This design comes from an exercise in tuning for small area on the open sky130 flow, not from production work. Only simulation tests tie the RTL to the original design; equivalence was not proved. No activity file was given, so power comes from the tool's default toggle rates.

===== standard.sh =====
#!/bin/bash
# synth_recipe.tcl (not shown) runs the flow's synth.tcl, then flattens the netlist and writes it again
# the make line also repeats each setting of config.mk as NAME=value (left out here)
make -C /OpenROAD-flow-scripts/flow DESIGN_CONFIG=/design/flow/config.mk WORK_HOME=/design/flow/orfs CLKGATE_MAP_FILE= SYNTH_SCRIPT=/design/flow/synth_recipe.tcl "${@:-finish}"

===== flow/run.sh =====
#!/bin/bash
# Own flow: the standard layout (standard.sh) with these ORFS changes:
#  - synthesis maps logic with an area-only ABC script (flow/area.abc) and
#    without the half/full adder cell extraction (ADDER_MAP_FILE empty);
#  - ports are buffered with sky130_fd_sc_hd__buf_1;
#  - the largest buffers are left out of repair (DONT_USE_CELLS);
#  - CTS with small clock buffers and without dummy loads.
# Each tool's output stays in orfs/logs; make's output goes to standard.log.
set -euo pipefail
here=$(pwd)
rm -rf "$here/scripts"
cp -r "$FLOW_HOME/scripts" "$here/scripts"
cp "$here/flow/area.abc" "$here/scripts/abc_area.script"
export SCRIPTS_DIR="$here/scripts"
export ADDER_MAP_FILE=
export DONT_USE_CELLS="sky130_fd_sc_hd__buf_8 sky130_fd_sc_hd__buf_12 sky130_fd_sc_hd__buf_16 sky130_fd_sc_hd__bufbuf_8 sky130_fd_sc_hd__bufbuf_16"
export BUFFER_PORTS_ARGS="-buffer_cell sky130_fd_sc_hd__buf_1"
export CTS_ARGS="-sink_clustering_enable -repair_clock_nets -buf_list {sky130_fd_sc_hd__clkbuf_4 sky130_fd_sc_hd__clkbuf_8} -root_buf sky130_fd_sc_hd__clkbuf_8 -dont_use_dummy_load"
bash standard.sh > "$here/standard.log" 2>&1

===== design.v =====
module divider(
    input CP,
    input _CR,
    output en_1Hz,
    output en_1KHz,
    output en_10Hz,
    output reg early,
    output init
    );
    reg [7:0] c;     
    reg [4:0] a;     
    reg [1:0] b;     
    wire c_199 = c[7] & c[6] & c[2] & c[1] & c[0];
    wire c_99  = c[6] & c[5] & ~c[4] & ~c[3] & ~c[2] & c[1] & c[0];
    wire c_101 = c[6] & c[5] & ~c[4] & ~c[3] & c[2] & ~c[1] & c[0];
    assign en_1KHz = ~c[1] & c[0];
    assign en_10Hz = c_99 & b[0];
    assign en_1Hz  = c_199 & a[3] & ~a[2] & ~a[1] & a[0];
    assign init    = early & ~b[0] & (c[7:1] == 7'd0);
    always @(posedge CP or negedge _CR) begin
        if (~_CR) begin
            c <= 0;
            a <= 0;
            b <= 0;
            early <= 1'b1;
        end else begin
            if (c_199) begin
                c <= 0;
                a <= (a[4] & a[1] & a[0]) ? 5'd0 : a + 5'd1;
                b <= b[1] ? 2'd0 : b + 2'd1;
            end else begin
                c <= c + 8'd1;
            end
            if (c_101 & b[0]) early <= 1'b0;
        end
    end
endmodule
module counter_sec(
    input CP,
    input _CR,
    input count,             
    input PE,                
    input [4:0] pre_st,
    input [3:0] pre_su,
    output reg [4:0] st,
    output reg [3:0] su,
    output tick_min          
    );
    wire is59  = (st == 5'd5) & (su == 4'd9);
    wire is255 = (st == 5'd25) & (su == 4'd5);
    assign tick_min = count & is59;
    always @(posedge CP, negedge _CR) begin
        if (~_CR) begin
            st <= 0;
            su <= 0;
        end else if (PE) begin
            st <= pre_st;
            su <= pre_su;
        end else if (count) begin
            if (is59 | is255) begin
                st <= 0;
                su <= 0;
            end else if (su == 4'd9) begin
                st <= st + 5'd1;
                su <= 0;
            end else begin
                su <= su + 4'd1;
            end
        end
    end
endmodule
module counter_min(
    input CP,
    input _CR,
    input tick_min,          
    input PE,
    input [2:0] pre_mt,
    input [3:0] pre_mu,
    output reg cin_min,
    output reg [2:0] mt,
    output reg [3:0] mu,
    output tick_hour         
    );
    wire is59 = (mt == 3'd5) & (mu == 4'd9);
    assign tick_hour = tick_min & is59;
    always @(posedge CP, negedge _CR) begin
        if (~_CR) begin
            mt <= 0;
            mu <= 0;
            cin_min <= 0;
        end else if (PE) begin
            mt <= pre_mt;
            mu <= pre_mu;
            cin_min <= 0;
        end else if (tick_min) begin
            cin_min <= is59;
            if (is59) begin
                mt <= 0;
                mu <= 0;
            end else if (mu == 4'd9) begin
                mt <= mt + 3'd1;
                mu <= 0;
            end else begin
                mu <= mu + 4'd1;
            end
        end
    end
endmodule
module counter_hour(
    input CP,
    input _CR,
    input tick_hour,         
    input PE,
    input [4:0] pre_ht,
    input [3:0] pre_hu,
    output reg [4:0] ht,
    output reg [3:0] hu
    );
    wire is23  = (ht == 5'd2) & (hu == 4'd3);
    wire is255 = (ht == 5'd25) & (hu == 4'd5);
    always @(posedge CP, negedge _CR) begin
        if (~_CR) begin
            ht <= 0;
            hu <= 0;
        end else if (PE) begin
            ht <= pre_ht;
            hu <= pre_hu;
        end else if (tick_hour) begin
            if (is23 | is255) begin
                ht <= 0;
                hu <= 0;
            end else if (hu == 4'd9) begin
                ht <= ht + 5'd1;
                hu <= 0;
            end else begin
                hu <= hu + 4'd1;
            end
        end
    end
endmodule
module alarm(
    input CP,
    input _CR,
    input PE,                
    input en_10Hz,
    input adjust,
    input [1:0] pre_h1,      
    input [3:0] pre_h0,
    input [2:0] pre_m1,
    input [3:0] pre_m0,
    input active_alarm,
    input [4:0] ht,
    input [3:0] hu,
    input [2:0] mt,
    input [3:0] mu,
    input [4:0] st,
    input [3:0] su,
    output start_light_alarm,
    output reg [1:0] ah1,
    output reg [3:0] ah0,
    output reg [2:0] am1,
    output reg [3:0] am0
    );
    reg pending;
    wire hold = en_10Hz & ~adjust;
    always @(posedge CP, negedge _CR) begin
        if (~_CR) begin
            ah1 <= 0;
            ah0 <= 0;
            am1 <= 0;
            am0 <= 0;
            pending <= 0;
        end else begin
            if ((PE & ~hold) | (en_10Hz & pending)) begin
                ah1 <= pre_h1;
                ah0 <= pre_h0;
                am1 <= pre_m1;
                am0 <= pre_m0;
            end
            if (en_10Hz) pending <= PE & ~adjust;
        end
    end
    wire [1:0] eh1 = pending ? pre_h1 : ah1;
    wire [3:0] eh0 = pending ? pre_h0 : ah0;
    wire [2:0] em1 = pending ? pre_m1 : am1;
    wire [3:0] em0 = pending ? pre_m0 : am0;
    assign start_light_alarm = ~PE & active_alarm &
        (ht == {3'b000, eh1}) & (hu == eh0) & (mt == em1) & (mu == em0) &
        (st == 5'd0) & (su == 4'd0);
endmodule
module select_control(
    input _CR,
    input mode,
    input CP,
    input en_10Hz,
    input adjust,
    input [4:0] ht,          
    input [3:0] hu,
    input [2:0] mt,
    input [3:0] mu,
    input [4:0] st,
    input [3:0] su,
    input [1:0] ah1,         
    input [3:0] ah0,
    input [2:0] am1,
    input [3:0] am0,
    input left,
    input right,
    input up,
    input down,
    input apply,
    input time_mode,
    output [31:0] disp,      
    output [1:0] set_h1,     
    output [3:0] set_h0,
    output [2:0] set_m1,
    output [3:0] set_m0,
    output set_bell,         
    output [2:0] set_s1,
    output [3:0] set_s0,
    output set_p,            
    output reg [2:0] index,
    output reg PE
    );
    localparam SA = 4'd10, SP = 4'd11, SB = 4'd12, SE = 4'd13, SL = 4'd14, SX = 4'd15;
    reg [3:0] th1, th0;      
    reg [2:0] tm1;           
    reg [3:0] tm0;           
    reg [3:0] ts1, ts0;      
    reg [1:0] tap;           
    reg [1:0] sap;           
    reg lmode, ltm, ladj;    
    wire naa = lmode & ~ladj;    
    wire [1:0] ch1 = (th1 == 4'd1) ? 2'd1 : (th1 == 4'd2) ? 2'd2 : 2'd0;
    wire [3:0] ch0 = (th0 > 4'd9) ? 4'd0 : th0;
    wire [2:0] cs1 = (ts1 > 4'd5) ? 3'd0 : ts1[2:0];
    wire [3:0] cs0 = (ts0 > 4'd9) ? 4'd0 : ts0;
    assign set_h1 = ch1;
    assign set_h0 = ch0;
    assign set_m1 = tm1;
    assign set_m0 = tm0;
    assign set_bell = lmode;
    assign set_s1 = cs1;
    assign set_s0 = cs0;
    assign set_p = sap[1];
    wire [1:0] g_h1 = naa ? ah1 : ch1;
    wire [3:0] g_h0 = naa ? ah0 : ch0;
    wire [2:0] g_m1 = naa ? am1 : tm1;
    wire [3:0] g_m0 = naa ? am0 : tm0;
    assign disp[31:28] = {2'b00, g_h1};
    assign disp[27:24] = g_h0;
    assign disp[23:20] = {1'b0, g_m1};
    assign disp[19:16] = g_m0;
    assign disp[15:12] = lmode ? SB : {1'b0, cs1};
    assign disp[11:8]  = lmode ? SE : cs0;
    assign disp[7:4]   = lmode ? SL : SX;
    assign disp[3:0]   = lmode ? SL : ltm ? SX : (sap == 2'd1) ? SA : SP;
    reg [2:0] m6;
    always @(*) begin
        case (ht)
            5'd0, 5'd6, 5'd12, 5'd18, 5'd24: m6 = 3'd0;
            5'd1, 5'd7, 5'd13, 5'd19, 5'd25: m6 = 3'd1;
            5'd2, 5'd8, 5'd14, 5'd20:        m6 = 3'd2;
            5'd3, 5'd9, 5'd15, 5'd21:        m6 = 3'd3;
            5'd4, 5'd10, 5'd16, 5'd22:       m6 = 3'd4;
            default:                         m6 = 3'd5;
        endcase
    end
    wire [4:0] rd = {1'b0, hu} - {1'b0, m6, 1'b0};
    wire [3:0] r12 = rd[4] ? rd[3:0] + 4'd12 : rd[3:0];
    wire h_is0  = (ht == 5'd0) & (hu == 4'd0);
    wire h_is12 = (ht == 5'd1) & (hu == 4'd2);
    wire h_gt12 = (ht > 5'd1) | ((ht == 5'd1) & (hu > 4'd2));
    wire mt24 = mode | time_mode;
    reg [3:0] x, lim;
    always @(*) begin
        case (index)
            3'd0: begin x = th1; lim = (th0 < 4'd4) ? 4'd2 : 4'd1; end
            3'd1: begin x = th0; lim = (mt24 ? (th1 == 4'd2) : (th1 == 4'd1)) ? (mt24 ? 4'd3 : 4'd2) : 4'd9; end
            3'd2: begin x = {1'b0, tm1}; lim = 4'd5; end
            3'd3: begin x = tm0; lim = 4'd9; end
            3'd4: begin x = ts1; lim = 4'd5; end
            default: begin x = ts0; lim = 4'd9; end
        endcase
    end
    wire [3:0] step = up ? ((x == lim) ? 4'd0 : x + 4'd1)
                         : ((x == 4'd0) ? lim : x - 4'd1);
    wire [3:0] h1_12 = ((th0 > 4'd2) | (th1 == 4'd1)) ? 4'd0 : 4'd1;
    wire edit = adjust & ~left & ~right & (up | down);
    wire e_h1 = edit & (index == 3'd0);
    wire e_h0 = edit & (index == 3'd1);
    wire e_m1 = edit & (index == 3'd2);
    wire e_m0 = edit & (index == 3'd3);
    wire e_s1 = edit & (index == 3'd4) & ~mode;
    wire e_s0 = edit & (index == 3'd5) & ~mode;
    wire e_ap = edit & (index == 3'd7);
    reg [3:0] n_th1, n_th0, n_ts1, n_ts0, n_tm0;
    reg [2:0] n_tm1, n_index;
    reg [1:0] n_tap, n_sap;
    always @(*) begin
        n_th1 = th1; n_th0 = th0; n_tm1 = tm1; n_tm0 = tm0;
        n_ts1 = ts1; n_ts0 = ts0; n_tap = tap; n_sap = sap;
        n_index = index;
        if (adjust) begin
            if (left) begin
                case (index)
                    3'd0: n_index = mode ? 3'd4 : time_mode ? 3'd5 : 3'd7;
                    3'd1: n_index = 3'd0;
                    3'd2: n_index = 3'd1;
                    3'd3: n_index = 3'd2;
                    3'd4: n_index = 3'd3;
                    3'd5: n_index = 3'd4;
                    3'd7: n_index = 3'd5;
                    default: n_index = 3'd0;
                endcase
            end else if (right) begin
                case (index)
                    3'd0: n_index = 3'd1;
                    3'd1: n_index = 3'd2;
                    3'd2: n_index = 3'd3;
                    3'd3: n_index = mode ? 3'd0 : 3'd4;
                    3'd4: n_index = 3'd5;
                    3'd5: n_index = time_mode ? 3'd0 : 3'd7;
                    3'd7: n_index = 3'd0;
                    default: n_index = 3'd0;
                endcase
            end
            if (e_h1) n_th1 = mt24 ? step : h1_12;
            if (e_h0) n_th0 = step;
            if (e_m1) n_tm1 = step[2:0];
            if (e_m0) n_tm0 = step;
            if (e_s1) n_ts1 = step;
            if (e_s0) n_ts0 = step;
            if (e_ap) n_tap = (tap == 2'd1) ? 2'd2 : 2'd1;
            if (mode) n_sap = 2'd0;
            else if (~time_mode) n_sap = n_tap;
        end else begin
            n_index = 3'd0;
            if (mode) begin
                n_th1 = {2'b00, g_h1};
                n_th0 = g_h0;
                n_tm1 = g_m1;
                n_tm0 = g_m0;
                n_ts1 = lmode ? SB : {1'b0, cs1};
                n_ts0 = lmode ? SE : cs0;
                n_tap = sap;
                n_sap = 2'd0;
            end else begin
                if (time_mode) begin
                    n_th1 = (ht > 5'd2) ? 4'd0 : {2'b00, ht[1:0]};
                    n_th0 = hu;
                    n_sap = 2'd0;
                end else if (h_is12 | h_is0) begin
                    n_th1 = 4'd1;
                    n_th0 = 4'd2;
                    n_sap = h_is12 ? 2'd2 : 2'd1;
                end else begin
                    n_th1 = (r12 >= 4'd10) ? 4'd1 : 4'd0;
                    n_th0 = (r12 >= 4'd10) ? r12 - 4'd10 : r12;
                    n_sap = h_gt12 ? 2'd2 : 2'd1;
                end
                n_tm1 = mt;
                n_tm0 = mu;
                n_ts1 = (st > 5'd5) ? 4'd0 : {1'b0, st[2:0]};
                n_ts0 = su;
                n_tap = n_sap;
            end
        end
    end
    always @(posedge CP, negedge _CR) begin
        if (~_CR) begin
            PE <= 0;
            index <= 0;
            th1 <= 0; th0 <= 0; tm1 <= 0; tm0 <= 0; ts1 <= 0; ts0 <= 0;
            tap <= 0; sap <= 0;
            lmode <= 0; ltm <= 0; ladj <= 0;
        end else if (en_10Hz) begin
            PE <= adjust & apply;
            index <= n_index;
            th1 <= n_th1; th0 <= n_th0; tm1 <= n_tm1; tm0 <= n_tm0;
            ts1 <= n_ts1; ts0 <= n_ts0;
            tap <= n_tap; sap <= n_sap;
            lmode <= mode; ltm <= time_mode; ladj <= adjust;
        end
    end
endmodule
module splitter(
    input time_mode,
    input mode,
    input PE,
    input [1:0] set_h1,
    input [3:0] set_h0,
    input [2:0] set_m1,
    input [3:0] set_m0,
    input set_bell,
    input [2:0] set_s1,
    input [3:0] set_s0,
    input set_p,
    output reg [4:0] pre_st,
    output reg [3:0] pre_su,
    output [2:0] pre_mt,
    output [3:0] pre_mu,
    output reg [4:0] pre_ht,
    output reg [3:0] pre_hu,
    output PE_alarm,
    output PE_counter
    );
    assign PE_alarm = PE & mode;
    assign PE_counter = PE & ~mode;
    assign pre_mt = set_m1;
    assign pre_mu = set_m0;
    always @(*) begin
        if (set_bell) begin
            pre_st = 5'd13;
            pre_su = 4'd3;
        end else begin
            pre_st = {2'b00, set_s1};
            pre_su = set_s0;
        end
        if (time_mode | ~set_p) begin
            if (~time_mode & (set_h1 == 2'd1) & (set_h0 == 4'd2)) begin
                pre_ht = 5'd0;       
                pre_hu = 4'd0;
            end else begin
                pre_ht = {3'b000, set_h1};
                pre_hu = set_h0;
            end
        end else begin
            if ((set_h1 == 2'd1) & (set_h0 == 4'd2)) begin
                pre_ht = 5'd1;       
                pre_hu = 4'd2;
            end else if (set_h0 > 4'd7) begin
                pre_ht = set_h1 + 5'd2;
                pre_hu = set_h0 - 4'd8;
            end else begin
                pre_ht = set_h1 + 5'd1;
                pre_hu = set_h0 + 4'd2;
            end
        end
    end
endmodule
module decoder(
    input _CR,
    input [31:0] disp,
    input [2:0] index,
    input adjust,
    input CP,
    input en_1KHz,
    input early,
    input init,
    output [7:0] select_light,
    output [7:0] display_char
    );
    reg [3:0] cnt_normal;
    reg [8:0] cnt_adjust;
    reg twinkle;
    reg [3:0] code;
    wire [8:0] ca_inc = cnt_adjust + 9'd1;
    wire ca_wrap = ca_inc == 9'd500;
    wire n_twinkle = adjust ? twinkle ^ ca_wrap : 1'b0;
    wire [3:0] cn_inc = (cnt_normal == 4'd7) ? 4'd0 : cnt_normal + 4'd1;
    wire [3:0] n_cnt = cn_inc + {3'b000, (cn_inc == {1'b0, index}) & n_twinkle};
    reg [3:0] n_code;
    always @(*) begin
        case (n_cnt)
            4'd0: n_code = disp[31:28];
            4'd1: n_code = disp[27:24];
            4'd2: n_code = disp[23:20];
            4'd3: n_code = disp[19:16];
            4'd4: n_code = disp[15:12];
            4'd5: n_code = disp[11:8];
            4'd6: n_code = disp[7:4];
            4'd7: n_code = disp[3:0];
            default: n_code = 4'd15;
        endcase
    end
    always @(posedge CP, negedge _CR) begin
        if (~_CR) begin
            cnt_normal <= 0;
            cnt_adjust <= 0;
            twinkle <= 0;
        end else if (en_1KHz) begin
            if (adjust) cnt_adjust <= ca_wrap ? 9'd0 : ca_inc;
            twinkle <= n_twinkle;
            cnt_normal <= n_cnt;
        end
    end
    always @(posedge CP) begin
        if (en_1KHz) code <= n_code;
    end
    assign select_light = (init | cnt_normal[3]) ? 8'hff : ~(8'h80 >> cnt_normal[2:0]);
    localparam [127:0] SEGS = {
        8'b11111111, 8'b11000111, 8'b10000110, 8'b10000011,    
        8'b10001100, 8'b10001000, 8'b10010000, 8'b10000000,    
        8'b11111000, 8'b10000010, 8'b10010010, 8'b10011001,    
        8'b10110000, 8'b10100100, 8'b11111001, 8'b11000000};   
    wire [7:0] seg = SEGS[{code, 3'b000} +: 8];
    assign display_char = early ? ((~init & (cnt_normal[3:2] == 2'b00)) ? 8'h00 : 8'hff) : seg;
endmodule
module reminder(
    input _CR,
    input CP,
    input en_1Hz,
    input start_light_hour,
    input start_light_alarm,
    input [4:0] st,
    input [3:0] su,
    input [4:0] ht,
    input [3:0] hu,
    input active_alarm,
    output [15:0] start_light    
);
    reg [4:0] ct;
    reg [3:0] cu;
    reg lit1;
    reg [4:0] alarm_cnt;
    wire sec0  = (st == 5'd0) & (su == 4'd0);
    wire hour0 = (ht == 5'd0) & (hu == 4'd0);
    wire cnt0  = (ct == 5'd0) & (cu == 4'd0);
    always @(posedge CP, negedge _CR) begin
        if (~_CR) begin
            ct <= 0;
            cu <= 0;
            lit1 <= 0;
            alarm_cnt <= 0;
        end else if (en_1Hz) begin
            if (((start_light_hour & sec0) | ~cnt0) & ~hour0) begin
                if ((ct == ht) & (cu == hu)) begin
                    ct <= 0; cu <= 0; lit1 <= 0;
                end else begin
                    lit1 <= cu[0];
                    if ((ct == 5'd25) & (cu == 4'd5)) begin
                        ct <= 0; cu <= 0;
                    end else if (cu == 4'd9) begin
                        ct <= ct + 5'd1; cu <= 0;
                    end else begin
                        cu <= cu + 4'd1;
                    end
                end
            end else begin
                ct <= 0; cu <= 0; lit1 <= 0;
            end
            if (active_alarm & (start_light_alarm | (alarm_cnt != 0)))
                alarm_cnt <= alarm_cnt + 5'd1;
            else
                alarm_cnt <= 0;
        end
    end
    localparam [511:0] PATS = {
        16'b0011111111111111, 16'b0001111100000111, 16'b0010101000010101, 16'b0001010111101010,
        16'b0011100001111100, 16'b0000011110000011, 16'b0010011001100111, 16'b0001100110011000,
        16'b0011000011100001, 16'b0011110000001111, 16'b0000001111110000, 16'b0001010110000010,
        16'b0010101001111101, 16'b0011111100000011, 16'b0000000011111100, 16'b0010101010101010,
        16'b0001010101010101, 16'b0000110011001100, 16'b0011001100110011, 16'b0010000110000001,
        16'b0010001111000001, 16'b0010001111110001, 16'b0010011111111001, 16'b0010111111111101,
        16'b0011111111111111, 16'b0011111100111111, 16'b0011111000011111, 16'b0011110000001111,
        16'b0011100000000111, 16'b0011000000000011, 16'b0010000000000001, 16'b0000000000000000};
    wire [13:0] pattern = PATS[{alarm_cnt, 4'b0000} +: 14];
    assign start_light = {pattern, lit1, cu[0]};
endmodule
module clock(
    input CP,                    
    input _CR,                   
    input mode,                  
    input adjust,                
    input time_mode,             
    input active_alarm,          
    input left,                  
    input right,                 
    input up,                    
    input down,                  
    input apply,                 
    output [15:0] start_light,   
    output [7:0] select_light,   
    output [7:0] display_char    
    );
    wire en_1Hz, en_1KHz, en_10Hz;       
    wire early, init;                    
    wire PE, PE_alarm, PE_counter;       
    wire cin_min;                        
    wire tick_min, tick_hour;            
    wire [2:0] index;                    
    wire [4:0] ht, st;
    wire [3:0] hu, mu, su;
    wire [2:0] mt;
    wire [1:0] ah1;
    wire [3:0] ah0, am0;
    wire [2:0] am1;
    wire [1:0] set_h1;
    wire [3:0] set_h0, set_m0, set_s0;
    wire [2:0] set_m1, set_s1;
    wire set_bell, set_p;
    wire [4:0] pre_ht, pre_st;
    wire [3:0] pre_hu, pre_mu, pre_su;
    wire [2:0] pre_mt;
    wire [31:0] disp;
    wire start_light_alarm;
    divider divider_u0(
        ._CR(_CR),
        .CP(CP),
        .en_1Hz(en_1Hz),
        .en_1KHz(en_1KHz),
        .en_10Hz(en_10Hz),
        .early(early),
        .init(init)
    );
    counter_sec counter_sec_u0(
        .CP(CP),
        ._CR(_CR),
        .count(en_1Hz & ~PE_counter & (~adjust | mode)),
        .PE(PE_counter),
        .pre_st(pre_st),
        .pre_su(pre_su),
        .st(st),
        .su(su),
        .tick_min(tick_min)
    );
    counter_min counter_min_u0(
        .CP(CP),
        ._CR(_CR),
        .tick_min(tick_min),
        .PE(PE_counter),
        .pre_mt(pre_mt),
        .pre_mu(pre_mu),
        .cin_min(cin_min),
        .mt(mt),
        .mu(mu),
        .tick_hour(tick_hour)
    );
    counter_hour counter_hour_u0(
        .CP(CP),
        ._CR(_CR),
        .tick_hour(tick_hour),
        .PE(PE_counter),
        .pre_ht(pre_ht),
        .pre_hu(pre_hu),
        .ht(ht),
        .hu(hu)
    );
    alarm alarm_u0(
        .CP(CP),
        ._CR(_CR),
        .PE(PE_alarm),
        .en_10Hz(en_10Hz),
        .adjust(adjust),
        .pre_h1(set_h1),
        .pre_h0(set_h0),
        .pre_m1(set_m1),
        .pre_m0(set_m0),
        .active_alarm(active_alarm),
        .ht(ht), .hu(hu), .mt(mt), .mu(mu), .st(st), .su(su),
        .start_light_alarm(start_light_alarm),
        .ah1(ah1), .ah0(ah0), .am1(am1), .am0(am0)
    );
    select_control select_control_u0(
        ._CR(_CR),
        .mode(mode),
        .CP(CP),
        .en_10Hz(en_10Hz),
        .adjust(adjust),
        .ht(ht), .hu(hu), .mt(mt), .mu(mu), .st(st), .su(su),
        .ah1(ah1), .ah0(ah0), .am1(am1), .am0(am0),
        .left(left),
        .right(right),
        .up(up),
        .down(down),
        .apply(apply),
        .time_mode(time_mode),
        .disp(disp),
        .set_h1(set_h1), .set_h0(set_h0), .set_m1(set_m1), .set_m0(set_m0),
        .set_bell(set_bell), .set_s1(set_s1), .set_s0(set_s0), .set_p(set_p),
        .index(index),
        .PE(PE)
    );
    splitter splitter_u0(
        .time_mode(time_mode),
        .mode(mode),
        .PE(PE),
        .set_h1(set_h1), .set_h0(set_h0), .set_m1(set_m1), .set_m0(set_m0),
        .set_bell(set_bell), .set_s1(set_s1), .set_s0(set_s0), .set_p(set_p),
        .pre_st(pre_st), .pre_su(pre_su),
        .pre_mt(pre_mt), .pre_mu(pre_mu),
        .pre_ht(pre_ht), .pre_hu(pre_hu),
        .PE_alarm(PE_alarm),
        .PE_counter(PE_counter)
    );
    decoder decoder_u0(
        ._CR(_CR),
        .disp(disp),
        .index(index),
        .adjust(adjust),
        .CP(CP),
        .en_1KHz(en_1KHz),
        .early(early),
        .init(init),
        .select_light(select_light),
        .display_char(display_char)
    );
    reminder reminder_u0(
        ._CR(_CR),
        .CP(CP),
        .en_1Hz(en_1Hz),
        .start_light_hour(cin_min),
        .start_light_alarm(start_light_alarm),
        .st(st), .su(su),
        .ht(ht), .hu(hu),
        .active_alarm(active_alarm),
        .start_light(start_light)
    );
endmodule

===== flow/area.abc =====
strash
&get -n
&deepsyn -T 60
&put
dch -f
amap
topo

===== constraint.sdc =====
create_clock -name core_clock -period 10.0 [get_ports {CP}]
set_input_delay 2.0000 -clock core_clock [delete_from_list [all_inputs] [get_ports {CP}]]
set_output_delay 2.0000 -clock core_clock [all_outputs]
set_load 0.01 [all_outputs]

===== config.mk =====
export PLATFORM = sky130hd
export DESIGN_NAME = clock
export DESIGN_NICKNAME = clock
export VERILOG_FILES = /design/flow/design.v
export SDC_FILE = /design/flow/constraint.sdc
export NUM_CORES = 4
export LEC_CHECK = 0
export ABC_AREA = 1
export CAP_MARGIN = 20
export CORE_MARGIN = 2
export CORE_UTILIZATION = 40
export GPL_TIMING_DRIVEN = 0
export SLEW_MARGIN = 20

==> results of run 1 <==
## metal layers
metal  up-vias  part of all wire [%]  routed length [um]  track usage [%]
li1       3963                     -                   -                -
met1      3942                    45               11300             35.2
met2       381                    43               10900             37.3
met3        64                   8.3                2080             5.56
met4         0                   3.3                 839             10.7
met5         -                     0                   0                0
## metrics by stage
stage                     area [um2]  util, %  hold slack [ns]  power [uW]
final                           8620     44.7            0.473        1150
after global routing            8620     44.7            0.496        1210
after CTS                       8620     44.7            0.477        1160
after detailed placement        8380     43.5            0.463         827
after global placement          8280     43.0            0.461         822
after floorplan                 7790        -            0.440         736
## cell type report
cell class              count  share of cell area (%)
well taps                 265                    3.85
multi-input cells         768                    47.3
clock buffers              17                    2.72
inverters                 161                    7.01
repair buffers             47                    2.95
plain buffers               2                   0.174
flip-flops and latches    123                    36.0
## worst max-delay path: cells and delay by family
family	cells	cell delay, ns
and+or+nand+nor	12	1.92
AOI/OAI and AO/OA	6	1.49
buffers and inverters	4	1.21
## power groups by stage
stage,clock [uW],combinational (uW),sequential [uW]
floorplan,0,167,569
global placement,0,238,584
detailed placement,0,244,583
CTS,337,244,575
global route,356,277,580
finish,327,247,577
## state kept, by name, summed over array words and instances (netlist names), 3 cells and up
register and cells:
divider_u0.c 8, reminder_u0.alarm_cnt 5, decoder_u0.cnt_normal 4, select_control_u0.index 3
counter_hour_u0.hu 4, select_control_u0.ts0 4, select_control_u0.tm1 3, counter_sec_u0.su 4
counter_hour_u0.ht 5, decoder_u0.cnt_adjust 9, counter_min_u0.mt 3, alarm_u0.am0 4
select_control_u0.tm0 4, counter_sec_u0.st 5, reminder_u0.cu 4, reminder_u0.ct 5
select_control_u0.ts1 4, decoder_u0.code 4, select_control_u0.th0 4, alarm_u0.ah0 4
select_control_u0.th1 4, alarm_u0.am1 3, divider_u0.a 5, counter_min_u0.mu 4
## worst max-delay path by stage
stage	from	end	slack [ns]	cells past startpoint
after floorplan	mode	counter_hour_u0.ht[4]	4.72	21
after global placement	_CR	reminder_u0.ct[3]	1.38	1
after detailed placement	mode	counter_hour_u0.ht[4]	3.41	22
after CTS	mode	counter_hour_u0.ht[4]	3.87	22
after global routing	mode	counter_hour_u0.ht[4]	3.27	22
final	mode	counter_hour_u0.ht[4]	3.73	22
## cells by family after synthesis
logic type	Yosys count
AND/OR/NAND/NOR	416
AO/OA/AOI/OAI	352
buffers and inverters	163
flip-flops	123
## cell usage in the layout, fill, tap and decap left out, types with 4 or more instances in the layout
master and n:
a2111oi_0 4, nor3_1 34, o21a_1 10, edfxtp_1 4, a311oi_1 5, a31oi_1 18, nand4_1 6, o21ai_0 80
buf_12 4, a21oi_1 66, a221oi_1 16, o2111ai_1 5, buf_1 41, or2_0 9, nand2_1 89, o22ai_1 61
nand3_1 26, a211oi_1 17, clkbuf_8 17, dfrtp_1 118, o211ai_1 7, o22a_1 9, o32ai_1 12, or3_1 13
o221ai_1 14, nor2_1 212, a222oi_1 7, nor4_1 16, clkinv_1 161
==> summary.txt, run 1 <==
run status timing/DRC/antenna clean; Worst Hold Launch divider_u0.c[0]; sequential fraction of design power 50.1%; flops & latches, synth 123; P_int 766 uW; Clock power frac 28.4%; largest net degree at the start of global routing 32; crit path DAT 6.64 ns; # DRC 0; RD Place Congestion 0.941; All-Layer GR Usage 25.1%; CP endpoint kind flop; LEAKAGE 0.00318 uW; first-pass GRT wire length 40.4 mm; PortBufs 42; Critical R2R Capture counter_hour_u0.ht[4]; post-CTS resize count 0; most frequent cell after synthesis nor2_1; Root Buffer clkbuf_8; die height 144 um; register area share after synthesis 39.8%; vias in the first global route 7,743; XOR/XNOR Fraction of Synth Area 0%; Post-CTS Repair Setup Buffers 0; Hold Crit Class flop to flop; Synth area leaders dfrtp_1, nor2_1, clkinv_1; endpoints failing hold 0; DR iter-0 viols 817; clock sink count 123; hold path endpoint divider_u0.c[0]; Power Density 134 nW/um2; R2R cell count 28; Fmax achieved 160 MHz; TritonCTS Buffers 17; post-placement cell count 1,366; Core ar. 19,300 um2; Mean Syn Cell Area 7.40 um2; top-level I/O count 43; fin nets 1,131; area fraction in compound gates after synthesis 29.5%; Slew @ Worst Pin 1.08 ns; largest family of logic cells by synthesized area compound AO/OA/AOI/OAI gates; vias 8,350; setup TNS 0 ns; cts hold-fix bufs 0; switching share of power 33.5%; EDFF count, synth 4; Synthesized Nets 1,065; Max-Cap Viols 0; cell accounting for the most synthesized area dfrtp_1; worst vdd ir 77.4 uV; Sw Pwr 386 uW; CTS tree built; slowest CP cell a22oi_1; critical path class primary input to flop; Final Max Tran Viols 0; Synth top area share 37.9%; data required time of the worst path 10.37 ns; main flop type after synthesis dfrtp_1; fill cell count 2,039; share of post-route cells with drive strength above 1 2.42%; Rel. slew slack 27.5%; start of the worst register-to-register path divider_u0.c[1]; die area 20,600 um2; Worst-Skew Late Latency 0.46 ns; setup violators final 0; worst path cell trace buf_1 > nor2_2 > clkinv_1 > a22oi_1 > nand2_1 > clkinv_1 > nand2_1 > o21ai_0 > nor2_1 > nand2_1 > nor2_1 > nand3_1 > nor2_1 > nor2_1 > a31oi_1 > o221ai_1 > nand3_1 > nor2_1 > clkinv_1 > nor2_1 > o21ai_0 > a21oi_1; RSZ-0062 raised after global routing false; Detailed Route WL 25.1 mm; average routed wire per standard cell 18.1 um; Tmin final 6.27 ns; synthesis-to-finish area growth 10.5%; post-route ant nets 0; Post-Place Worst Slack 3.41 ns; cell area after synthesis 7790 um2; antenna cells 0; Combinational Power Share 21.5%; Overflow after GRT 0; CP peak stage delay 0.69 ns; CP Max Fanout 18; WHS Path Cells 1; worst reg2reg setup slack 4.33 ns; Finished Layout Cells 1,383; initial antenna violation count 0; area of the multi-input gates 4080 um2; Clock Path Buffers 2; FFs w/ async S/R, synth 96.7%; CTS H-tree depth 4; Synth warnings 9; register area 3100 um2; clk_skew 0.0280 ns; DR pass1 iterations 5; starting density of the core 40.4%; DP Wirelength 19.1 mm; Final WS setup 3.73 ns; Most Frequent Cell on Critical Path nor2_1; row cnt 51; Post-Syn Instances 1,054; Synth top cells by count nor2_1, clkinv_1, dfrtp_1; Synth Area in Adders 0%; die width 144 um; Vias per Instance 6.04; simple-gate share of the synthesized area 22.8%; multiplexer area fraction after synthesis 0%; synth unique cells 48; Final Cycle Share 62.7%; CTS clock-pin slew for the worst setup and hold paths 0.06 ns; Critical Path Start Type primary input
==> run 2: changes to the inputs <==
==> flow/run.sh (replaced) <==
#!/bin/bash
# Own flow: the standard layout (standard.sh) with these ORFS changes:
#  - synthesis maps logic with an area-only ABC script (flow/area.abc) and
#    without the half/full adder cell extraction (ADDER_MAP_FILE empty);
#  - ports are buffered with sky130_fd_sc_hd__buf_1;
#  - repair does not use the largest buffers (added to each step's dont-use list);
#  - CTS with clkbuf_4 (clkbuf_8 at the root) and without dummy loads.
# ORFS's scripts are copied to ./scripts and used from there (SCRIPTS_DIR).
# Each tool's output stays in orfs/logs; make's output goes to standard.log.
set -euo pipefail
here=$(pwd)
rm -rf "$here/scripts"
cp -r "$FLOW_HOME/scripts" "$here/scripts"
cp "$here/flow/area.abc" "$here/scripts/abc_area.script"
extra="sky130_fd_sc_hd__buf_8 sky130_fd_sc_hd__buf_12 sky130_fd_sc_hd__buf_16 sky130_fd_sc_hd__bufbuf_8 sky130_fd_sc_hd__bufbuf_16"
for f in floorplan global_place resize cts global_route repair_timing_post_place; do
  sed -i "s/^\(\s*\)set_dont_use \$::env(DONT_USE_CELLS)/\1set_dont_use \$::env(DONT_USE_CELLS)\n\1set_dont_use {$extra}/" "$here/scripts/$f.tcl"
done
grep -n "set_dont_use" "$here/scripts"/*.tcl > "$here/dont_use_patch.log" || true
export SCRIPTS_DIR="$here/scripts"
export ADDER_MAP_FILE=
export BUFFER_PORTS_ARGS="-buffer_cell sky130_fd_sc_hd__buf_1"
export CTS_ARGS="-sink_clustering_enable -repair_clock_nets -buf_list sky130_fd_sc_hd__clkbuf_4 -root_buf sky130_fd_sc_hd__clkbuf_8 -sink_buffer_max_cap_derate 0.5 -dont_use_dummy_load"
bash standard.sh > "$here/standard.log" 2>&1
--- a/config.mk
+++ b/config.mk
@@ -8,6 +8,6 @@
 export ABC_AREA = 1
 export CAP_MARGIN = 20
 export CORE_MARGIN = 2
-export CORE_UTILIZATION = 40
+export CORE_UTILIZATION = 55
 export GPL_TIMING_DRIVEN = 0
 export SLEW_MARGIN = 20
==> run 2 against run 1 <==
Against the previous run:
- still clean
- register-to-register slack gained 0.43 ns
- clock-buffer cell count is the same
- via count grew 0.60%
- synthesized area is the same
- flip-flop and latch count is the same
- core utilization grew 16 points
- first-iteration DRC count grew 20%
- fmax shrank 4.0%
- design area shrank 2.9%
- synthesized cell count is the same
- sequential share of layout area grew 1.1 points
- largest cell class unchanged
==> summary.txt, run 2 <==
post-placement cell count 1,280 (-6.3%); # DRC 0 (unchanged); CTS H-tree depth 4 (unchanged); top-level I/O count 43 (unchanged); FFs w/ async S/R, synth 96.7% (unchanged); endpoints failing hold 0 (unchanged); clock sink count 123 (unchanged); vias in the first global route 7,607 (-1.8%); Reg with most FFs decoder_u0.cnt_adjust; DR iter-0 viols 982 (+20%); Max-Cap Viols 0 (unchanged); RD Place Congestion 0.977 (+3.8%); WL met3 2.32 mm (+12%); setup TNS 0 ns (unchanged); Vias per Instance 6.48 (+7.3%); cell area after synthesis 7790 um2 (unchanged); Final Cycle Share 65.3% (+2.6 points); Top Registers decoder_u0.cnt_adjust (9), divider_u0.c (8); EDFF count, synth 4 (unchanged); most common cell after layout, fill and taps aside nor2_1; Post-CTS Repair Setup Buffers 0 (unchanged); CTS clock-pin slew for the worst setup and hold paths 0.08 ns (+0.02 ns); die area 15,100 um2 (-27%); CTS tree built; post-CTS resize count 0 (unchanged); Post-DP Area 8230 um2 (-1.9%); RSZ-0062 raised after global routing false; starting density of the core 56.2% (+16 points); initial antenna violation count 0 (unchanged); Combinational Power Share 22.9% (+1.4 points); Synth top area share 37.9% (unchanged); Synth warnings 9 (unchanged); Clock Path Buffers 2 (unchanged); P_int 697 uW (-9.0%); fill cell count 1,330 (-35%); flops & latches, synth 123 (unchanged); area of the multi-input gates 4090 um2 (+0.15%); clk_skew 0.0358 ns (+0.00776 ns); run status timing/DRC/antenna clean; largest net degree at the start of global routing 33 (+3.1%); register area 3100 um2 (unchanged); LEAKAGE 0.00312 uW (-2.0%); critical path class primary input to flop; worst vdd ir 90.0 uV (+16%); wl on met1 10.8 mm (-3.8%); max layer used met4; Met2 Wirelength 10.6 mm (-2.9%); DR pass1 iterations 14 (+9); Overflow after GRT 0 (unchanged); Final Max Tran Viols 0 (unchanged); antenna cells 0 (unchanged); synth unique cells 48 (unchanged); cell accounting for the most synthesized area dfrtp_1; vias 8,400 (+0.60%); share of post-route cells with drive strength above 1 2.42% (about the same); Post-Syn Instances 1,054 (unchanged); Finished Layout Cells 1,297 (-6.2%); Tmin final 6.53 ns (+0.261 ns); setup violators final 0 (unchanged); Final Instance Area 8370 um2 (-2.9%); CP Max Fanout 18 (unchanged); most frequent cell after synthesis nor2_1; Hold Crit Class flop to flop; die width 123 um (-14%); post-route ant nets 0 (unchanged); data required time of the worst path 10.34 ns (-0.03 ns); switching share of power 34.9% (+1.4 points); Worst-Skew Late Latency 0.45 ns (about the same); Synth top cells by count nor2_1, clkinv_1, dfrtp_1; Clock power frac 23.3% (-5.1 points); cts hold-fix bufs 0 (unchanged); Root Buffer clkbuf_8; Mean Syn Cell Area 7.40 um2 (unchanged); Slew @ Worst Pin 1.10 ns (+0.0196 ns); Core ar. 13,900 um2 (-28%); row cnt 43 (-16%); sequential fraction of design power 53.8% (+3.7 points); register area share after synthesis 39.8% (unchanged); All-Layer GR Usage 33.0% (+7.9 points); Detailed Route WL 24.3 mm (-2.9%); Rel. slew slack 26.5% (-1.0 points); Synthesized Nets 1,065 (unchanged); Critical Path Start Type primary input; PortBufs 42 (unchanged); fin nets 1,130 (-0.088%); TritonCTS Buffers 17 (unchanged); most frequent cells in the layout nor2_1, clkinv_1, dfrtp_1; crit path DAT 6.87 ns (+0.23 ns); synthesis-to-finish area growth 7.34%; number of flip-flops in the largest register 9 (unchanged); CP endpoint kind flop; die height 123 um (-14%); main flop type after synthesis dfrtp_1; first-pass GRT wire length 38.7 mm (-4.3%); DP Wirelength 18.4 mm (-3.8%); Sw Pwr 373 uW (-3.3%); Fmax achieved 153 MHz (-4.0%); Synth area leaders dfrtp_1, nor2_1, clkinv_1; Power Density 128 nW/um2 (-4.3%); average routed wire per standard cell 18.8 um (+3.5%)
[run 2: cell counts after synthesis]
No cell type changed its count.
[run 2: logic make-up (layout without fill, tap and decap cells)]
kind of cell | after synthesis | count (layout) | share of synthesized area, %
and+or+nand+nor | 416 | 416 | 22.8
DFF | 123 | 123 | 39.8
AOI/OAI and AO/OA | 352 | 352 | 29.5
buffers and inverters | 163 | 226 | 7.95
[run 2: final cells by class]
type                       instances  area share (%)
buffer                             2           0.179
clock buffer                      17            1.60
timing repair buffer              46            2.44
inverter                         161            7.22
sequential                       123            37.0
multi-input combinational        768            48.8
tap                              180            2.69
[run 2: path summary, 6_finish.rpt]
kind,start,endpoint,slack (ns),depth (start not counted)
setup / recovery,mode,counter_hour_u0.ht[4],3.47,22
setup reg to reg,divider_u0.c[1],counter_hour_u0.ht[4],4.76,28
max in group asynchronous,_CR,counter_hour_u0.ht[2],7.49,4
hold / removal,counter_sec_u0.st[4],counter_sec_u0.st[4],0.48,1
min in group asynchronous,_CR,divider_u0.c[0],1.33,1
hold reg to reg,counter_sec_u0.st[4],counter_sec_u0.st[4],0.48,1
[run 2: per-layer routing]
layer,vias up,global-route usage (%)
li1,3952,-
met1,3950,47.6
met2,437,49.0
met3,61,7.52
met4,0,11.1
met5,-,0
[run 2: power by group through the flow]
| stage | clock [uW] | sequential (uW) | combinational [uW] |
|---|---|---|---|
| 2_1_floorplan | 0 | 569 | 167 |
| 3_3_place_gp | 0 | 583 | 234 |
| 3_5_place_dp | 0 | 582 | 238 |
| 4_1_cts | 253 | 573 | 239 |
| 5_1_grt | 273 | 579 | 272 |
| 6_report | 250 | 575 | 245 |
[run 2: critical path, cell delays in order]
cell and delay [ns]:
buf_1 0.33, nor2_2 0.77, clkinv_1 0.76, a22oi_1 0.53
nand2_1 0.14, clkinv_1 0.09, nand2_1 0.08, o21ai_0 0.13
nor2_1 0.09, nand2_1 0.11, nor2_1 0.08, nand3_1 0.17
nor2_1 0.13, nor2_1 0.17, a31oi_1 0.12, o221ai_1 0.30
nand3_1 0.18, nor2_1 0.18, clkinv_1 0.10, nor2_1 0.16
o21ai_0 0.10, a21oi_1 0.12
[run 2: stage by stage]
stage / worst slack, ns / util (%) / total power [uW] / hold WS [ns]
floorplan: 4.72 / - / 736 / 0.440
global placement: 1.57 / 58.9 / 817 / 0.461
detailed placement: 3.19 / 59.3 / 820 / 0.471
CTS: 3.61 / 60.2 / 1070 / 0.484
global route: 2.93 / 60.3 / 1120 / 0.508
finish: 3.47 / 60.3 / 1070 / 0.481
==> run 3: changes to the inputs <==
--- a/flow/run.sh
+++ b/flow/run.sh
@@ -20,5 +20,5 @@
 export SCRIPTS_DIR="$here/scripts"
 export ADDER_MAP_FILE=
 export BUFFER_PORTS_ARGS="-buffer_cell sky130_fd_sc_hd__buf_1"
-export CTS_ARGS="-sink_clustering_enable -repair_clock_nets -buf_list sky130_fd_sc_hd__clkbuf_4 -root_buf sky130_fd_sc_hd__clkbuf_8 -sink_buffer_max_cap_derate 0.5 -dont_use_dummy_load"
+export CTS_ARGS="-sink_clustering_enable -repair_clock_nets -buf_list sky130_fd_sc_hd__clkbuf_4 -root_buf sky130_fd_sc_hd__clkbuf_8 -dont_use_dummy_load"
 bash standard.sh > "$here/standard.log" 2>&1
==> run 3 against run 2 <==
Against the previous run:
- core utilization unchanged
- synthesized cell count is the same
- design area stayed put
- die area stayed put
- fmax stayed put
- largest power group unchanged
==> summary.txt, run 3 <==
run status timing/DRC/antenna clean; CTS H-tree depth 4 (unchanged); switching share of power 34.9% (unchanged); die area 15,100 um2 (unchanged); Vias per Instance 6.48 (unchanged); simple-gate share of the synthesized area 22.8% (unchanged); Clock Path Buffers 2 (unchanged); top-level I/O count 43 (unchanged); Mean Syn Cell Area 7.40 um2 (unchanged); Fmax achieved 153 MHz (unchanged); die height 123 um (unchanged); most frequent cells in the layout nor2_1, clkinv_1, dfrtp_1; register area share after synthesis 39.8% (unchanged); Clock power frac 23.3% (about the same); Rel. slew slack 26.5% (unchanged); Post-DP Area 8230 um2 (unchanged); RSZ-0062 raised after global routing false; Finished Layout Cells 1,297 (unchanged); Synthesized Nets 1,065 (unchanged); CP Max Fanout 18 (unchanged); Post-Syn Instances 1,054 (unchanged); worst vdd ir 90.0 uV (unchanged); RD Place Congestion 0.977 (unchanged); Max-Cap Viols 0 (unchanged); first-pass GRT wire length 38.7 mm (unchanged); CTS clock-pin slew for the worst setup and hold paths 0.08 ns (about the same); EDFF count, synth 4 (unchanged); Power Density 128 nW/um2 (unchanged); Final Instance Area 8370 um2 (unchanged); cell area after synthesis 7790 um2 (unchanged); Worst-Skew Late Latency 0.45 ns (about the same); synth unique cells 48 (unchanged); largest family of logic cells by synthesized area compound AO/OA/AOI/OAI gates; setup TNS 0 ns (unchanged); All-Layer GR Usage 33.0% (unchanged); most frequent cell after synthesis nor2_1; WHS Path Cells 1 (unchanged); hold slack 0.481 ns (unchanged); initial antenna violation count 0 (unchanged); antenna cells 0 (unchanged); vias 8,400 (unchanged); number of flip-flops in the largest register 9 (unchanged); Final Cycle Share 65.3% (unchanged); clock sink count 123 (unchanged); largest net degree at the start of global routing 33 (unchanged); average routed wire per standard cell 18.8 um (unchanged); CTS tree built; Tmin final 6.53 ns (unchanged); Root Buffer clkbuf_8; Detailed Route WL 24.3 mm (unchanged); Slew @ Worst Pin 1.10 ns (unchanged); XOR/XNOR Fraction of Synth Area 0% (unchanged); Synth top area share 37.9% (unchanged); Post-CTS Repair Setup Buffers 0 (unchanged); post-route ant nets 0 (unchanged); synthesis-to-finish area growth 7.34% (unchanged); setup violators final 0 (unchanged); Critical Path Start Type primary input; start of the worst register-to-register path divider_u0.c[1]; Synth warnings 9 (unchanged); R2R cell count 28 (unchanged); post-CTS resize count 0 (unchanged); Core ar. 13,900 um2 (unchanged); endpoints failing hold 0 (unchanged); post-placement cell count 1,280 (unchanged); Reg with most FFs decoder_u0.cnt_adjust; fill cell count 1,330 (unchanged); P_int 697 uW (unchanged); DR pass1 iterations 14 (unchanged); TritonCTS Buffers 17 (unchanged); Worst Hold Launch counter_sec_u0.st[4]; Critical R2R Capture counter_hour_u0.ht[4]; Sw Pwr 373 uW (unchanged); worst reg2reg setup slack 4.76 ns (about the same); Final Max Tran Viols 0 (unchanged); sequential fraction of design power 53.8% (about the same); cell accounting for the most synthesized area dfrtp_1; PortBufs 42 (unchanged); die width 123 um (unchanged); DP Wirelength 18.4 mm (unchanged); Overflow after GRT 0 (unchanged); Combinational Power Share 22.9% (about the same); critical path class primary input to flop; cts hold-fix bufs 0 (unchanged); Synth area leaders dfrtp_1, nor2_1, clkinv_1; share of post-route cells with drive strength above 1 2.42% (unchanged); FFs w/ async S/R, synth 96.7% (unchanged); multiplexer area fraction after synthesis 0% (unchanged); main flop type after synthesis dfrtp_1; data required time of the worst path 10.34 ns (about the same); Synth Area in Adders 0% (unchanged); DR iter-0 viols 982 (unchanged); clk_skew 0.0358 ns (unchanged); Hold Crit Class flop to flop; vias in the first global route 7,607 (unchanged); area fraction in compound gates after synthesis 29.5% (unchanged); hold path endpoint counter_sec_u0.st[4]; CP endpoint kind flop; fin nets 1,130 (unchanged); crit path DAT 6.87 ns (about the same); # DRC 0 (unchanged); flops & latches, synth 123 (unchanged); most common cell after layout, fill and taps aside nor2_1; Synth top cells by count nor2_1, clkinv_1, dfrtp_1; LEAKAGE 0.00312 uW (unchanged); Top Registers decoder_u0.cnt_adjust (9), divider_u0.c (8); row cnt 43 (unchanged); Final Util 60.3% (unchanged); starting density of the core 56.2% (unchanged)
-- run 3: cell counts after synthesis --
Identical to the previous run, type by type.
-- run 3: layer usage --
metal | vias up | GRT usage, % | routed length, um
met4 | 0 | 11.1 | 605
met2 | 437 | 49.0 | 10600
met3 | 61 | 7.52 | 2320
li1 | 3952 | - | -
met5 | - | 0 | 0
met1 | 3950 | 47.6 | 10800
-- run 3: power groups by stage --
stage / logic [uW] / registers [uW] / clock network, uW
final: 245 / 575 / 250
after global routing: 272 / 579 / 273
after CTS: 239 / 573 / 253
after detailed placement: 238 / 582 / 0
after global placement: 234 / 583 / 0
after floorplan: 167 / 569 / 0
-- run 3: layout make-up --
| class | count | area (um2) | share of cell area (%) |
|---|---|---|---|
| plain buffers | 2 | 15.0 | 0.179 |
| clock buffers | 17 | 134 | 1.60 |
| inverters | 161 | 604 | 7.22 |
| multi-input cells | 768 | 4090 | 48.8 |
| flip-flops and latches | 123 | 3100 | 37.0 |
| well taps | 180 | 225 | 2.69 |
| repair buffers | 46 | 204 | 2.44 |
-- run 3: logic make-up (layout without fill, tap and decap cells) --
| kind of cell | Yosys count | after routing |
|---|---|---|
| and+or+nand+nor | 416 | 416 |
| buffers and inverters | 163 | 226 |
| DFF | 123 | 123 |
| AOI/OAI and AO/OA | 352 | 352 |
-- run 3: per-stage QoR --
stage / worst slack, ns / total power [uW]
after floorplan: 4.72 / 736
after global placement: 1.57 / 817
after detailed placement: 3.19 / 820
after CTS: 3.61 / 1070
after global routing: 2.93 / 1120
final: 3.47 / 1070
-- run 3: worst max path at each step --
stage,from,end,slack (ns),depth (start not counted)
floorplan,mode,counter_hour_u0.ht[4],4.72,21
global placement,_CR,counter_hour_u0.ht[4],1.57,1
detailed placement,mode,counter_hour_u0.ht[4],3.19,19
CTS,mode,counter_hour_u0.ht[4],3.61,22
global route,mode,counter_hour_u0.ht[4],2.93,22
finish,mode,counter_hour_u0.ht[4],3.47,22
-- run 3: worst max-delay path: stages --
cell	delay, ns
buf_1	0.33
nor2_2	0.77
clkinv_1	0.76
a22oi_1	0.53
nand2_1	0.14
clkinv_1	0.09
nand2_1	0.08
o21ai_0	0.13
nor2_1	0.09
nand2_1	0.11
nor2_1	0.08
nand3_1	0.17
nor2_1	0.13
nor2_1	0.17
a31oi_1	0.12
o221ai_1	0.30
nand3_1	0.18
nor2_1	0.18
clkinv_1	0.10
nor2_1	0.16
o21ai_0	0.10
a21oi_1	0.12
==> run 4: changes to the inputs <==
--- a/flow/run.sh
+++ b/flow/run.sh
@@ -12,7 +12,7 @@
 rm -rf "$here/scripts"
 cp -r "$FLOW_HOME/scripts" "$here/scripts"
 cp "$here/flow/area.abc" "$here/scripts/abc_area.script"
-extra="sky130_fd_sc_hd__buf_8 sky130_fd_sc_hd__buf_12 sky130_fd_sc_hd__buf_16 sky130_fd_sc_hd__bufbuf_8 sky130_fd_sc_hd__bufbuf_16"
+extra="sky130_fd_sc_hd__buf_6 sky130_fd_sc_hd__buf_8 sky130_fd_sc_hd__buf_12 sky130_fd_sc_hd__buf_16 sky130_fd_sc_hd__bufbuf_8 sky130_fd_sc_hd__bufbuf_16"
 for f in floorplan global_place resize cts global_route repair_timing_post_place; do
   sed -i "s/^\(\s*\)set_dont_use \$::env(DONT_USE_CELLS)/\1set_dont_use \$::env(DONT_USE_CELLS)\n\1set_dont_use {$extra}/" "$here/scripts/$f.tcl"
 done
==> flow/area.abc (replaced) <==
strash
&get -n
&deepsyn -T 240
&put
dch -f
amap
topo
==> run 4 against run 3 <==
Against the previous run:
- largest cell class unchanged
- power is 4.9% lower
- first-iteration DRC count is 11% lower
- core utilization hardly changed
- still clean
- critical path depth stayed put
==> summary.txt, run 4 <==
run status timing/DRC/antenna clean; cts hold-fix bufs 0 (unchanged); setup violators final 0 (unchanged); Total Power 1020 uW (-4.9%); Top delay family on crit path simple AND/OR/NAND/NOR gates; synthesis-to-finish area growth 6.99%; # DRC 0 (unchanged); TritonCTS Buffers 17 (unchanged); Max-Cap Viols 0 (unchanged); most frequent cell after synthesis nor2_1; vias 8,366 (-0.40%); clock sink count 123 (unchanged); PortBufs 42 (unchanged); Post-CTS Repair Setup Buffers 0 (unchanged); Final Cycle Share 71.5% (+6.2 points); Post-Place Worst Slack 2.58 ns (-0.615 ns); Root Buffer clkbuf_8; setup TNS 0 ns (unchanged); first-pass GRT wire length 38.1 mm (-1.5%); Power Density 121 nW/um2 (-5.3%); starting density of the core 56.4% (+0.20 points); top-level I/O count 43 (unchanged); die width 123 um (+0.35%); vias in the first global route 7,399 (-2.7%); Synth top cells by count nor2_1, clkinv_1, dfrtp_1; Worst-Skew Late Latency 0.43 ns (-0.02 ns); CP Max Fanout 16 (-2); Critical Path Start Type primary input; Fmax achieved 140 MHz (-8.7%); Finished Layout Cells 1,298 (+0.077%); main flop type after synthesis dfrtp_1; fin nets 1,131 (+0.088%); R2R cell count 26 (-7.1%); DP Wirelength 17.8 mm (-3.1%); Synthesized Nets 1,066 (+0.094%); CP peak stage delay 0.77 ns (about the same); Synth top area share 37.6% (-0.28 points); Overflow after GRT 0 (unchanged); post-CTS resize count 0 (unchanged); All-Layer GR Usage 32.3% (-0.67 points); die area 15,200 um2 (+0.71%); Crit. path cell count 22 (unchanged); LEAKAGE 0.00310 uW (-0.51%); FFs w/ async S/R, synth 96.7% (unchanged); row cnt 43 (unchanged); Tmin final 7.15 ns (+0.625 ns); CP bufs+invs 5 (+1); critical path class primary input to flop; DR pass1 iterations 5 (-9); RSZ-0062 raised after global routing false; Clock Path Buffers 2 (unchanged); Slew @ Worst Pin 1.12 ns (+0.0220 ns); most frequent cells in the layout nor2_1, clkinv_1, dfrtp_1; Vias per Instance 6.45 (-0.48%); Synth warnings 9 (unchanged); register area 3100 um2 (unchanged); EDFF count, synth 4 (unchanged); Core ar. 13,900 um2 (+0.39%); area of the multi-input gates 4060 um2 (-0.55%); synth unique cells 48 (unchanged); Post-Syn Instances 1,055 (+0.095%); Mean Syn Cell Area 7.44 um2 (+0.64%); WHS Path Cells 1 (unchanged); die height 123 um (+0.35%); cell area after synthesis 7850 um2 (+0.74%); most common cell after layout, fill and taps aside nor2_1; endpoints failing hold 0 (unchanged); initial antenna violation count 1 (+1); flops & latches, synth 123 (unchanged); worst path cell trace buf_1 > clkinv_1 > a21oi_1 > nand2_1 > clkinv_1 > nand2_1 > nor4_1 > nand2_1 > nor2_1 > nand3_1 > nor2_1 > clkinv_1 > nor3_1 > nand2_1 > nor2_1 > nand2_1 > or3_1 > nor2_1 > clkinv_1 > nor2_1 > o21ai_0 > a21oi_1; cell accounting for the most synthesized area dfrtp_1; Top Registers decoder_u0.cnt_adjust (9), divider_u0.c (8); worst vdd ir 100 uV (+12%); CTS clock-pin slew for the worst setup and hold paths 0.11 ns (+0.03 ns); CP endpoint kind flop; post-route ant nets 0 (unchanged); slowest CP cell clkinv_1; fill cell count 1,327 (-0.23%); Synth area leaders dfrtp_1, nor2_1, clkinv_1; average routed wire per standard cell 18.3 um (-2.6%); RD Place Congestion 0.957 (-2.0%); Final Max Tran Viols 0 (unchanged); antenna cells 0 (unchanged); Detailed Route WL 23.7 mm (-2.5%); Rel. slew slack 25.0% (-1.5 points); number of flip-flops in the largest register 9 (unchanged); register area share after synthesis 39.5% (-0.29 points); DR iter-0 viols 872 (-11%); Hold Crit Class flop to flop; Reg with most FFs decoder_u0.cnt_adjust; crit path DAT 7.52 ns (+0.65 ns); largest net degree at the start of global routing 33 (unchanged); clk_skew 0.0316 ns (-0.00414 ns); post-placement cell count 1,281 (+0.078%); data required time of the worst path 10.37 ns (+0.03 ns); share of post-route cells with drive strength above 1 2.33% (-0.092 points); CTS tree built; Final WS setup 2.85 ns (-0.625 ns); CTS H-tree depth 4 (unchanged)
-- run 4: cell count changes in the layout (fill, tap and decap cells not counted), sizes merged, moves of 6 or more --
| cell | change |
|---|---|
| nand2 | -25 |
| o22ai | +6 |
| o21ai | -15 |
| nor3 | +8 |
| nand3 | -9 |
| and3 | +6 |
| clkinv | +20 |
| a21oi | -6 |
-- run 4: cell type report --
type,count,share of cell area (%)
flip-flops and latches,123,36.9
multi-input cells,749,48.4
repair buffers,46,2.22
inverters,181,8.09
clock buffers,17,1.59
well taps,180,2.68
plain buffers,2,0.179
-- run 4: kinds of logic (layout without fill, tap and decap cells) --
family | after synthesis | after routing | synth area share, %
AOI/OAI and AO/OA | 355 | 355 | 30.1
buffers and inverters | 183 | 246 | 8.84
DFF | 123 | 123 | 39.5
and+or+nand+nor | 394 | 394 | 21.5
-- run 4: worst paths after layout --
check,start,to,slack (ns)
hold reg to reg,divider_u0.b[1],divider_u0.b[1],0.48
min in group asynchronous,_CR,divider_u0.c[3],1.60
max in group asynchronous,_CR,select_control_u0.th1[1],7.47
hold / removal,divider_u0.b[1],divider_u0.b[1],0.48
setup / recovery,mode,counter_hour_u0.ht[4],2.85
setup reg to reg,divider_u0.c[2],counter_hour_u0.ht[4],3.71
-- run 4: where the power goes --
| group | internal, uW | total (uW) | leakage (uW) | switching, uW |
|---|---|---|---|---|
| combinational | 68.3 | 203 | 0.00151 | 134 |
| clock | 83.1 | 247 | 0.0000808 | 164 |
| sequential | 530 | 568 | 0.00151 | 37.8 |
| total | 681 | 1020 | 0.00310 | 336 |
-- run 4: routing by layer --
metal	GRT usage (%)	routed length, um
met5	0	11
met4	10.7	497
met3	7.24	2480
met2	47.5	10300
met1	47.2	10400
-- run 4: worst reg2reg max path: stages (launching register included) --
cell      delay (ns)
dfrtp_1         0.43
nand3_1         0.14
nor3_1          0.41
buf_2           0.28
nand2_1         0.10
nor4_1          0.34
clkinv_1        0.42
a21oi_1         0.29
nand2_1         0.10
clkinv_1        0.09
nand2_1         0.06
nor4_1          0.56
nand2_1         0.24
nor2_1          0.28
nand3_1         0.15
nor2_1          0.23
clkinv_1        0.12
nor3_1          0.46
nand2_1         0.22
nor2_1          0.16
nand2_1         0.09
or3_1           0.40
nor2_1          0.15
clkinv_1        0.10
nor2_1          0.17
o21ai_0         0.10
a21oi_1         0.13
-- run 4: through the flow --
step                utilization, %  hold slack, ns  instance area, um2
floorplan                        -           0.440                7850
global placement              59.1           0.460                8240
detailed placement            59.3           0.463                8270
CTS                           60.3           0.482                8400
global route                  60.3           0.488                8400
finish                        60.3           0.476                8400
==> run 5: changes to the inputs <==
--- a/flow/run.sh
+++ b/flow/run.sh
@@ -4,7 +4,7 @@
 #    without the half/full adder cell extraction (ADDER_MAP_FILE empty);
 #  - ports are buffered with sky130_fd_sc_hd__buf_1;
 #  - repair does not use the largest buffers (added to each step's dont-use list);
-#  - CTS with clkbuf_4 (clkbuf_8 at the root) and without dummy loads.
+#  - CTS with clkbuf_8 and without dummy loads.
 # ORFS's scripts are copied to ./scripts and used from there (SCRIPTS_DIR).
 # Each tool's output stays in orfs/logs; make's output goes to standard.log.
 set -euo pipefail
@@ -20,5 +20,5 @@
 export SCRIPTS_DIR="$here/scripts"
 export ADDER_MAP_FILE=
 export BUFFER_PORTS_ARGS="-buffer_cell sky130_fd_sc_hd__buf_1"
-export CTS_ARGS="-sink_clustering_enable -repair_clock_nets -buf_list sky130_fd_sc_hd__clkbuf_4 -root_buf sky130_fd_sc_hd__clkbuf_8 -dont_use_dummy_load"
+export CTS_ARGS="-sink_clustering_enable -repair_clock_nets -buf_list sky130_fd_sc_hd__clkbuf_8 -root_buf sky130_fd_sc_hd__clkbuf_8 -dont_use_dummy_load"
 bash standard.sh > "$here/standard.log" 2>&1
==> flow/area.abc (replaced) <==
strash
&get -n
&deepsyn -T 60
&put
dch -f
amap
topo
==> run 5 against run 4 <==
Against the previous run:
- synthesized cell count barely moved
- setup slack improved by 0.66 ns
- cell count fell by 0.15%
- combinational power increased by about 20%
- via count up 0.13%
- flip-flop and latch count is the same
- critical endpoint unchanged
- largest cell class unchanged
- largest power group unchanged
==> summary.txt, run 5 <==
Mean Syn Cell Area 7.40 um2 (-0.64%); share of post-route cells with drive strength above 1 2.33% (+0.0042 points); largest family of logic cells by synthesized area compound AO/OA/AOI/OAI gates; CTS clock-pin slew for the worst setup and hold paths 0.07 ns (-0.04 ns); most common cell after layout, fill and taps aside nor2_1; Synthesized Nets 1,065 (-0.094%); Most Crowded Layer GR met2; area fraction in compound gates after synthesis 29.5% (-0.64 points); Synth area leaders dfrtp_1, nor2_1, clkinv_1; Fmax achieved 154 MHz (+10%); most frequent cells in the layout nor2_1, clkinv_1, dfrtp_1; Overflow after GRT 0 (unchanged); Tmin final 6.49 ns (-0.661 ns); top-level I/O count 43 (unchanged); Final WS setup 3.51 ns (+0.661 ns); synthesis-to-finish area growth 8.33%; number of flip-flops in the largest register 9 (unchanged); Synth top cells by count nor2_1, clkinv_1, dfrtp_1; cts hold-fix bufs 0 (unchanged); Detailed Route WL 24.1 mm (+1.7%); cell accounting for the most synthesized area dfrtp_1; # DRC 0 (unchanged); met2 Use GR 49.0% (+1.5 points); M3 GR Usage 6.55% (-0.69 points); data required time of the worst path 10.37 ns (about the same); Post-CTS Repair Setup Buffers 0 (unchanged); DP Wirelength 18.3 mm (+3.0%); setup TNS 0 ns (unchanged); Vias per Instance 6.46 (+0.29%); crit path DAT 6.86 ns (-0.66 ns); average routed wire per standard cell 18.6 um (+1.9%); worst vdd ir 107 uV (+6.3%); vias in the first global route 7,523 (+1.7%); register area share after synthesis 39.8% (+0.29 points); largest net degree at the start of global routing 34 (+3.0%); WHS Path Cells 1 (unchanged); Rel. slew slack 25.8% (+0.74 points); EDFF count, synth 4 (unchanged); die width 123 um (-0.35%); Post-Place Worst Slack 3.20 ns (+0.622 ns); Post-Syn Instances 1,054 (-0.095%); worst path cell trace buf_1 > nor2_2 > clkinv_1 > a22oi_1 > nand2_1 > clkinv_1 > nand2_1 > o21ai_0 > nor2_1 > nand2_1 > nor2_1 > nand3_1 > nor2_1 > nor2_1 > a31oi_1 > o221ai_1 > nand3_1 > nor2_1 > clkinv_1 > nor2_1 > o21ai_0 > a21oi_1; starting density of the core 56.2% (-0.20 points); LEAKAGE 0.00315 uW (+1.5%); first-pass GRT wire length 38.5 mm (+1.0%); Power Density 136 nW/um2 (+12%); cell area after synthesis 7790 um2 (-0.73%); Crit. path cell count 22 (unchanged); R2R cell count 28 (+7.7%); main flop type after synthesis dfrtp_1; FFs w/ async S/R, synth 96.7% (unchanged); CP peak stage delay 0.76 ns (about the same); Final Max Tran Viols 0 (unchanged); Max-Cap Viols 0 (unchanged); DR pass1 iterations 6 (+1); DR iter-0 viols 988 (+13%); run status timing/DRC/antenna clean; die height 123 um (-0.35%); Hold Crit Class flop to flop; simple-gate share of the synthesized area 22.8% (+1.3 points); XOR/XNOR Fraction of Synth Area 0% (unchanged); routing usage on met1 47.5% (+0.39 points); Synth warnings 9 (unchanged); Top Registers decoder_u0.cnt_adjust (9), divider_u0.c (8); post-route ant nets 0 (unchanged); Root Buffer clkbuf_8; most frequent cell after synthesis nor2_1; critical path class primary input to flop; antenna cells 0 (unchanged); fill cell count 1,285 (-3.2%); fin nets 1,129 (-0.18%); clk_skew 0.0261 ns (-0.00554 ns); vias 8,377 (+0.13%); CP Max Fanout 18 (+2); All-Layer GR Usage 32.9% (+0.52 points); die area 15,100 um2 (-0.70%); Critical Path Start Type primary input; slowest CP cell nor2_2; Reg with most FFs decoder_u0.cnt_adjust; RD Place Congestion 0.977 (+2.1%); CTS H-tree depth 4 (unchanged); flops & latches, synth 123 (unchanged); Synth top area share 37.9% (+0.28 points); multiplexer area fraction after synthesis 0% (unchanged); Slew @ Worst Pin 1.11 ns (-0.0111 ns); RSZ-0062 raised after global routing false; Clock Path Buffers 2 (unchanged); Core ar. 13,900 um2 (-0.39%); CP bufs+invs 4 (-1); CTS tree built; synth unique cells 48 (unchanged); row cnt 43 (unchanged); TritonCTS Buffers 17 (unchanged); Most Frequent Cell on Critical Path nor2_1; Top delay family on crit path simple AND/OR/NAND/NOR gates; Worst-Skew Late Latency 0.46 ns (+0.03 ns); post-CTS resize count 0 (unchanged); PortBufs 42 (unchanged); setup violators final 0 (unchanged); endpoints failing hold 0 (unchanged); Synth Area in Adders 0% (unchanged); Final Cycle Share 64.9% (-6.6 points); clock sink count 123 (unchanged); CP endpoint kind flop; initial antenna violation count 0 (-1)
==> run 5: cell count changes after synthesis, sizes merged, moves of 4 or more <==
cell	before	now
a31oi	23	18
nor3	42	34
nand3	17	26
or3	18	13
o21ai	65	80
clkinv	181	161
a2111oi	8	4
and3	9	3
o22ai	67	61
nand2	64	89
a21oi	60	66
nor4	11	16
==> run 5: per-stage QoR <==
stage	hold slack, ns	instance area, um2	std cells	utilization, %	total power, uW
finish	0.473	8440	1296	60.8	1150
global route	0.506	8440	1296	60.8	1200
CTS	0.480	8440	1296	60.8	1140
detailed placement	0.471	8200	1279	59.1	819
global placement	0.461	8180	1276	58.9	817
floorplan	0.440	7790	1054	-	736
==> run 5: worst reg2reg max path: cells and delay by family, from the launching register on <==
| kind | cells | cell delay, ns |
|---|---|---|
| AOI/OAI and AO/OA | 7 | 1.51 |
| buffers and inverters | 5 | 0.63 |
| and+or+nand+nor | 16 | 2.66 |
| DFF | 1 | 0.34 |
==> run 5: final cells by class <==
class                      count  area, um2  share of cell area, %
clock buffer                  17        234                   2.77
sequential                   123       3100                   36.7
multi-input combinational    768       4090                   48.4
buffer                         2       15.0                  0.178
tap                          180        225                   2.67
inverter                     161        604                   7.16
timing repair buffer          45        181                   2.15
==> run 5: power breakdown <==
part / switching [uW] / internal (uW) / total (uW)
Clock: 178 / 149 / 327
Sequential: 42.8 / 533 / 576
Combinational: 162 / 80.6 / 243
Total: 383 / 763 / 1150
==> run 5: layer usage <==
metal / vias to the layer above / share of wire [%]
met5: - / 0
met4: 0 / 2.5
met3: 66 / 9.5
met2: 460 / 43
met1: 3900 / 45
li1: 3951 / -
==> run 5: final timing paths <==
check                           startpoint                     to  slack, ns
setup / recovery                      mode  counter_hour_u0.ht[4]       3.51
hold / removal             divider_u0.b[1]        divider_u0.b[1]       0.47
setup reg to reg           divider_u0.c[0]  counter_hour_u0.ht[4]       4.77
hold reg to reg            divider_u0.b[1]        divider_u0.b[1]       0.47
max in group asynchronous              _CR  counter_hour_u0.ht[2]       7.02
min in group asynchronous              _CR        divider_u0.c[1]       1.61
==> run 5: cells by family after synthesis <==
family,Yosys count
AND/OR/NAND/NOR,416
AO/OA/AOI/OAI,352
buffers and inverters,163
flip-flops,123

==> afterwards: timing with drivers on the ports <==
Ports are ideal in the flow. The routed layouts listed here were re-timed in OpenROAD.
Step 1, drivers: a clkbuf_16 drives CP and a buf_2 each remaining input, both assumed.
Step 2 also shifts input and output timing later by t, the mid clock arrival at the registers, as if the neighbouring blocks saw the same clock.
a / b / c = ideal ports / drivers / drivers and shift; a / b = the first two.
run	shift t [ns]	setup WS [ns]
run 1	0.483	3.731 / 3.753 / 3.270
run 2	0.467	3.471 / 3.489 / 3.023
run 3	0.467	3.471 / 3.489 / 3.023
run 4	0.461	2.846 / 2.863 / 2.403
run 5	0.483	3.507 / 3.527 / 3.044
After both steps every run listed still meets setup and hold.
